Background: an optimization exercise with open tools, aiming at small area, a short achievable clock period and few clock cycles. Do not read the settings as production practice.
Only simulation tests tie the RTL to the original design; equivalence was not proved.
Power figures rest on the tool's default switching activity, not on a simulated workload.

--- config.mk ---
export PLATFORM = sky130hd
export DESIGN_NAME = FemtoRV32
export DESIGN_NICKNAME = FemtoRV32
export VERILOG_FILES = /design/flow/design.v
export SDC_FILE = /design/flow/constraint.sdc
export NUM_CORES = 4
export LEC_CHECK = 0
export CAP_MARGIN = 20
export CORE_MARGIN = 2
export CORE_UTILIZATION = 45
export PLACE_DENSITY = 0.6
export SLEW_MARGIN = 20
--- run.sh ---
#!/bin/bash
# synth_recipe.tcl (not shown) runs the flow's synth.tcl, then flattens the netlist and writes it again
# the make line also repeats each setting of config.mk as NAME=value (left out here)
make -C /OpenROAD-flow-scripts/flow DESIGN_CONFIG=/design/flow/config.mk WORK_HOME=/design/flow/orfs CLKGATE_MAP_FILE= SYNTH_SCRIPT=/design/flow/synth_recipe.tcl finish
--- constraint.sdc ---
create_clock -name core_clock -period 8.5 [get_ports {clk}]
set_input_delay 1.7000 -clock core_clock [delete_from_list [all_inputs] [get_ports {clk}]]
set_output_delay 1.7000 -clock core_clock [all_outputs]
set_load 0.01 [all_outputs]
--- design.v ---
module FemtoRV32(
   input  wire        clk,
   output wire [31:0] mem_addr,   
   output wire [31:0] mem_wdata,  
   output wire [3:0]  mem_wmask,  
   input  wire [31:0] mem_rdata,  
   output wire        mem_rstrb,  
   input  wire        mem_rbusy,  
   input  wire        mem_wbusy,  
   input  wire        reset       
);
   parameter RESET_ADDR       = 32'h00000000;
   parameter ADDR_WIDTH       = 24;
 wire [4:0] rdId = instr[11:7];
 (* onehot *)
 wire [7:0] funct3Is = 8'b00000001 << instr[14:12];
 wire [31:0] Uimm = {    instr[31],   instr[30:12], {12{1'b0}}};
 wire [31:0] Iimm = {{21{instr[31]}}, instr[30:20]};
 /*verilator lint_off UNUSED*/  
 wire [31:0] Simm = {{21{instr[31]}}, instr[30:25],instr[11:7]};
 wire [31:0] Bimm = {{20{instr[31]}}, instr[7],instr[30:25],instr[11:8],1'b0};
 wire [31:0] Jimm = {{12{instr[31]}}, instr[19:12],instr[20],instr[30:21],1'b0};
 /*verilator lint_on UNUSED*/
   wire isLoad    =  (instr[6:2] == 5'b00000);  
   wire isALUimm  =  (instr[6:2] == 5'b00100);  
   wire isAUIPC   =  (instr[6:2] == 5'b00101);  
   wire isStore   =  (instr[6:2] == 5'b01000);  
   wire isALUreg  =  (instr[6:2] == 5'b01100);  
   wire isLUI     =  (instr[6:2] == 5'b01101);  
   wire isBranch  =  (instr[6:2] == 5'b11000);  
   wire isJALR    =  (instr[6:2] == 5'b11001);  
   wire isJAL     =  (instr[6:2] == 5'b11011);  
   wire isSYSTEM  =  (instr[6:2] == 5'b11100);  
   wire isALU = isALUimm | isALUreg;
   reg [31:0] rs1;
   reg [31:0] rs2;
   (* ram_style = "logic" *)
   reg [31:0] registerFile [31:0];
   always @(posedge clk) begin
     if (writeBack)
       if (rdId != 0)
         registerFile[rdId] <= writeBackData;
   end
   wire [31:0] aluIn1 = rs1;
   wire [31:0] aluIn2 = isALUreg | isBranch ? rs2 : Iimm;
   reg  [31:0] aluReg;        
   reg  [4:0]  aluShamt;      
   wire aluBusy = |aluShamt;  
   wire aluWr;                
   wire [31:0] aluPlus = aluIn1 + aluIn2;
   wire [32:0] aluMinus = {1'b1, ~aluIn2} + {1'b0,aluIn1} + 33'b1;
   wire        LT  = (aluIn1[31] ^ aluIn2[31]) ? aluIn1[31] : aluMinus[32];
   wire        LTU = aluMinus[32];
   wire        EQ  = (aluMinus[31:0] == 0);
   wire [31:0] aluOut =
     (funct3Is[0]  ? instr[30] & instr[5] ? aluMinus[31:0] : aluPlus : 32'b0) |
     (funct3Is[2]  ? {31'b0, LT}                                     : 32'b0) |
     (funct3Is[3]  ? {31'b0, LTU}                                    : 32'b0) |
     (funct3Is[4]  ? aluIn1 ^ aluIn2                                 : 32'b0) |
     (funct3Is[6]  ? aluIn1 | aluIn2                                 : 32'b0) |
     (funct3Is[7]  ? aluIn1 & aluIn2                                 : 32'b0) |
     (funct3IsShift ? aluReg                                         : 32'b0) ;
   wire funct3IsShift = funct3Is[1] | funct3Is[5];
   always @(posedge clk) begin
      if(!reset) begin
         aluShamt <= 0;
      end else begin
      if(aluWr) begin
         if (funct3IsShift) begin   
            aluReg <= aluIn1;
            aluShamt <= aluIn2[4:0];
         end
      end
      if (|aluShamt) begin
         aluShamt <= aluShamt - 1;
         aluReg <= funct3Is[1] ? aluReg << 1 :               
                   {instr[30] & aluReg[31], aluReg[31:1]};   
      end
      end
   end
   wire predicate =
        funct3Is[0] &  EQ  |  
        funct3Is[1] & !EQ  |  
        funct3Is[4] &  LT  |  
        funct3Is[5] & !LT  |  
        funct3Is[6] &  LTU |  
        funct3Is[7] & !LTU ;  
   reg  [ADDR_WIDTH-1:0] PC;  
   reg  [31:2] instr;         
   wire [ADDR_WIDTH-1:0] PCplus4 = PC + 4;
   wire [ADDR_WIDTH-1:0] PCplusImm = PC + ( instr[3] ? Jimm[ADDR_WIDTH-1:0] :
                                            instr[4] ? Uimm[ADDR_WIDTH-1:0] :
                                                       Bimm[ADDR_WIDTH-1:0] );
   wire [ADDR_WIDTH-1:0] loadstore_addr = rs1[ADDR_WIDTH-1:0] +
                   (instr[5] ? Simm[ADDR_WIDTH-1:0] : Iimm[ADDR_WIDTH-1:0]);
   /*verilator lint_off WIDTH*/
   assign mem_addr = state[WAIT_INSTR_bit] | state[FETCH_INSTR_bit] ?
                     PC : loadstore_addr ;
   wire [31:0] writeBackData  =
      (isSYSTEM            ? cycles     : 32'b0) |   
      (isLUI               ? Uimm       : 32'b0) |   
      (isALU               ? aluOut     : 32'b0) |   
      (isAUIPC             ? PCplusImm  : 32'b0) |   
      (isJALR   | isJAL    ? PCplus4    : 32'b0) |   
      (isLoad              ? LOAD_data  : 32'b0) ;   
   /*verilator lint_on WIDTH*/
   wire mem_byteAccess     = instr[13:12] == 2'b00;  
   wire mem_halfwordAccess = instr[13:12] == 2'b01;  
   wire LOAD_sign =
        !instr[14] & (mem_byteAccess ? LOAD_byte[7] : LOAD_halfword[15]);
   wire [31:0] LOAD_data =
         mem_byteAccess ? {{24{LOAD_sign}},     LOAD_byte} :
     mem_halfwordAccess ? {{16{LOAD_sign}}, LOAD_halfword} :
                          mem_rdata ;
   wire [15:0] LOAD_halfword =
               loadstore_addr[1] ? mem_rdata[31:16] : mem_rdata[15:0];
   wire  [7:0] LOAD_byte =
               loadstore_addr[0] ? LOAD_halfword[15:8] : LOAD_halfword[7:0];
   assign mem_wdata[ 7: 0] = rs2[7:0];
   assign mem_wdata[15: 8] = loadstore_addr[0] ? rs2[7:0]  : rs2[15: 8];
   assign mem_wdata[23:16] = loadstore_addr[1] ? rs2[7:0]  : rs2[23:16];
   assign mem_wdata[31:24] = loadstore_addr[0] ? rs2[7:0]  :
                             loadstore_addr[1] ? rs2[15:8] : rs2[31:24];
   wire [3:0] STORE_wmask =
              mem_byteAccess      ?
                    (loadstore_addr[1] ?
                          (loadstore_addr[0] ? 4'b1000 : 4'b0100) :
                          (loadstore_addr[0] ? 4'b0010 : 4'b0001)
                    ) :
              mem_halfwordAccess ?
                    (loadstore_addr[1] ? 4'b1100 : 4'b0011) :
              4'b1111;
   localparam FETCH_INSTR_bit     = 0;
   localparam WAIT_INSTR_bit      = 1;
   localparam EXECUTE_bit         = 2;
   localparam WAIT_ALU_OR_MEM_bit = 3;
   localparam NB_STATES           = 4;
   localparam FETCH_INSTR     = 1 << FETCH_INSTR_bit;
   localparam WAIT_INSTR      = 1 << WAIT_INSTR_bit;
   localparam EXECUTE         = 1 << EXECUTE_bit;
   localparam WAIT_ALU_OR_MEM = 1 << WAIT_ALU_OR_MEM_bit;
   (* onehot *)
   reg [NB_STATES-1:0] state;
   wire writeBack = ~(isBranch | isStore ) &
                    (state[EXECUTE_bit] | state[WAIT_ALU_OR_MEM_bit]);
   assign mem_rstrb = state[EXECUTE_bit] & isLoad | state[FETCH_INSTR_bit];
   assign mem_wmask = {4{state[EXECUTE_bit] & isStore}} & STORE_wmask;
   assign aluWr = state[EXECUTE_bit] & isALU;
   wire jumpToPCplusImm = isJAL | (isBranch & predicate);
   wire needToWait = isLoad | isStore | isALU & funct3IsShift;
   always @(posedge clk) begin
      if(!reset) begin
         state      <= WAIT_ALU_OR_MEM;  
         PC         <= RESET_ADDR[ADDR_WIDTH-1:0];
      end else
      case(1'b1)
        state[WAIT_INSTR_bit]: begin
           if(!mem_rbusy) begin  
              rs1 <= (mem_rdata[19:15] == 0) ? 32'b0 : registerFile[mem_rdata[19:15]];
              rs2 <= (mem_rdata[24:20] == 0) ? 32'b0 : registerFile[mem_rdata[24:20]];
              instr <= mem_rdata[31:2];  
              state <= EXECUTE;          
           end
        end
        state[EXECUTE_bit]: begin
           PC <= isJALR          ? {aluPlus[ADDR_WIDTH-1:1],1'b0} :
                 jumpToPCplusImm ? PCplusImm :
                 PCplus4;
           state <= needToWait ? WAIT_ALU_OR_MEM : FETCH_INSTR;
        end
        state[WAIT_ALU_OR_MEM_bit]: begin
           if(!aluBusy & !mem_rbusy & !mem_wbusy) state <= FETCH_INSTR;
        end
        default: begin  
          state <= WAIT_INSTR;
        end
      endcase
   end
   reg [31:0]  cycles;
   always @(posedge clk) begin
      if(!reset) cycles <= 0;
      else cycles <= cycles + 1;
   end
endmodule
==> summary.txt <==
-- critical path, cell delays in order, from the launching register on --
cell and delay (ns):
edfxtp_1 0.66, mux2_2 0.41, ha_1 0.22, fa_2 0.38, a21o_1 0.16, a21oi_1 0.25, o21ba_2 0.19, o21ai_0 0.13
a21boi_0 0.69, o21ai_0 0.23, o41ai_1 0.55, o211ai_1 0.22, or4_1 0.42, a31oi_1 0.20, xor2_1 0.09, o21ai_0 0.17
clkdlybuf4s50_1 0.58
-- final cells by class --
cell class,count,area (sq um)
fill,12110,71460
sequential,1214,35810
multi-input combinational,2681,28710
clock buffer,155,3473
tap,1917,2399
timing repair buffer,228,2079
clock inverter,88,945.9
inverter,134,503.0
antenna,5,12.51
-- metrics by stage --
| step | instance area, sq um | total power, mW | hold WS (ns) |
|---|---|---|---|
| final | 73930 | 14.87 | 0.4797 |
| after global routing | 73930 | 15.32 | 0.5073 |
| after CTS | 73910 | 14.93 | 0.4820 |
| after detailed placement | 69490 | 9.110 | 0.4717 |
| after global placement | 69460 | 9.101 | 0.4527 |
| after floorplan | 65880 | 8.278 | 0.4328 |
-- logic make-up (layout without fill, tap and decap cells) --
logic type,count (synthesis),in the layout
compound gates,708,708
other cells,1,45
flops,1214,1214
xor+xnor,148,148
mux,803,803
simple gates,834,834
fa+ha+maj,148,148
buf+inv,446,605
-- metal layers --
layer | GRT usage | wire (microns) | up-vias
met2 | 0.5105 | 113300 | 2487
met4 | 0.1560 | 13480 | 2
li1 | - | - | 17630
met1 | 0.4434 | 95200 | 22870
met5 | 0 | 12 | -
met3 | 0.07420 | 23360 | 486
-- worst max path at each step --
| stage | from | endpoint | slack [ns] | depth (start not counted) |
|---|---|---|---|---|
| floorplan | reset | instr[10] | 1.80 | 4 |
| CTS | instr[5] | mem_addr[22] | 0.58 | 16 |
| finish | instr[5] | mem_addr[22] | 0.47 | 16 |
| global placement | instr[5] | PC[21] | 1.26 | 20 |
| detailed placement | instr[5] | PC[21] | 1.24 | 20 |
| global route | instr[5] | mem_addr[22] | 0.11 | 16 |
-- layout by cell type (no fill, tap or decap), types with 45 or more instances in the layout --
cell type and count:
dfxtp_1 64, mux4_2 640, o21ai_0 177, nor2_1 213, xnor2_1 105, a21oi_1 127
inv_1 130, ha_1 144, a21o_1 53, nand2_1 226, clkbuf_16 135, edfxtp_1 1150
and2_1 53, buf_4 126, nand3_1 65, o211ai_1 45, mux2i_1 119, clkdlybuf4s50_1 85
-- state kept, by name, indices dropped and copies added (netlist names) --
| name | cells |
|---|---|
| registerFile | 1024 |
| aluReg | 32 |
| cycles | 32 |
| rs1 | 32 |
| rs2 | 32 |
| instr | 30 |
| PC | 23 |
| aluShamt | 5 |
| state | 4 |
-- power groups by stage --
stage	sequential, mW	combinational (mW)	clock (mW)
floorplan	6.97	1.31	0
detailed placement	7.06	2.05	0
global placement	7.06	2.04	0
CTS	6.93	2.06	5.94
finish	6.94	2.08	5.85
global route	6.95	2.20	6.16
==> metrics.cfg <==
[pwr]
ir_worst_vdd_uv = 207.1
p_sw_mw = 3.959
leakage_nw = 24.82
powerDensity_nw_per_um2 = 201.2
p_sw_frac = 0.2662
p_seq_frac = 0.467
p_int_mw = 10.91
pwr-share-comb = 0.140
power_frac_clock = 0.394

[critical_path]
r2r_end = PC[21]
r2r_cells = 19
reg2reg_from = instr[3]
crit_arrival_ns = 6.33
critPathKind = reg2out
crit_path_end_kind = primary output
cp_max_fo = 15
r2r_setup_slack_ns = 1.16
critPathRequiredTime_ns = 6.80
crit_path_start_kind = flop

[synth]
synth_area_sq_um = 65730
synth_area_leader_cell = edfxtp_1
yosysSeqAreaShare = 0.5448
avgSynthCellArea_sq_um = 15.28
synth-warning-count = 1
synthCells = 4302
synth_top_family_by_area = multiplexers
synth_seq_cells = 1214
synthTopCellsByArea = edfxtp_1 53%, mux4_2 22%, ha_1 2.7%
async_flop_share = 0
synth_compound_area_frac = 0.07334
synthMuxAreaShare = 0.2449
synth_common_cells = 1150 x edfxtp_1, 640 x mux4_2, 249 x nor2_1, 226 x nand2_1, 207 x clkbuf_1
post_synth_fa_ha_maj_area_fraction = 0.02863
synth-xor-area-share = 0.01972
yosys.area_share.simple = 0.06173
synth_top_area_frac = 0.5253
ys.flop_type = edfxtp_1
yosysUniqueCellTypes = 101
synth_most_common_cell = edfxtp_1
synth_edf_count = 1150

[die]
fp-row-count = 140
dieArea_sq_um = 149200
io_pins = 105
start_util = 0.4521
die-width_microns = 386.2
die_h_microns = 386.2
core_region_area_sq_um = 145400

[route]
num_vias = 43470
drtPass1Iterations = 9
via_per_inst = 6.768
drc = 0
drt_iter0_drc = 6023
ant_nets = 0
wl_per_cell_microns = 38.20
wl_mm = 245.3

[global_routing]
grt_overflow = 0
grt_max_degree = 107
antenna_found_initial = 10
grt_pass1_vias = 42230
grt_pass1_wl_mm = 337.6
track_usage = 0.3296

[timing]
finalCritPeriodShare = 0.9446
hold_violations = 0
drv_slew = 0
min_period_ns = 8.029
tns_ns = 0
worst_slack_ns = 0.4710
fmax_mhz = 124.5
rsz0062_at_grt = false
slew_headroom = 0.1765
tightestPinTransition_ns = 1.235
setup_viol = 0
finClkSkew_ns = 0.04434

[clocking]
cts_tree = built
post_cts_buffers = 0
cts-htree-levels = 4
cts_resized = 0
cts_made_buffers = 135
cts_hold_buf = 0
clock-root-buffer = clkbuf_16
clk_pin_slew_ns = 0.07
cts.sinks = 1214
cts_buffer_depth = 3
clk_latency_ns = 0.80

[run_status]
outcome = no timing/DRC/antenna violations

[layout]
final_util = 0.5085
syn2layout_area_growth_pct = 12.47
drive_gt1_frac = 0.2511
final_cells = 6422
finalNetCount = 4578

[placed_design]
dp_hpwl_mm = 160.6
place_inst = 6174
dp_slack_ns = 1.239
port_buffers = 96
place_congestion = 1.057

[min_path]
hold_path.class = reg2reg
min_from = cycles[0]
hold_depth = 1
holdPathEnd = cycles[0]

[job]
cap_violations = 0

Testbench counts, summed over its fixed seeds: cycles 101,780.

[static timing again, ports no longer ideal]
Ports are ideal in the flow. The routed layout listed here was re-timed in OpenROAD. Step 1 sets driving cells, clkbuf_16 on the clock port and buf_2 on the other inputs (assumed; they add their load-dependent delay and slew). Step 2 adds t to the input delays and takes it off the output delays; t is the mean of the earliest and latest rising clock arrival at the registers after step 1. Input paths then give back, and output paths get back, about the clock's delay inside the block. a / b / c = ideal / step 1 / step 2; a / b = the first two.
shift t [ns]: 0.863
setup WS [ns]: 0.471 / 0.388 / 1.158
worst hold slack (ns): 0.480 / 0.480 / 0.480
After both steps this run still meets setup and hold. The setup slack of this run moves by -0.083 ns with the drivers and by +0.687 ns with both steps.
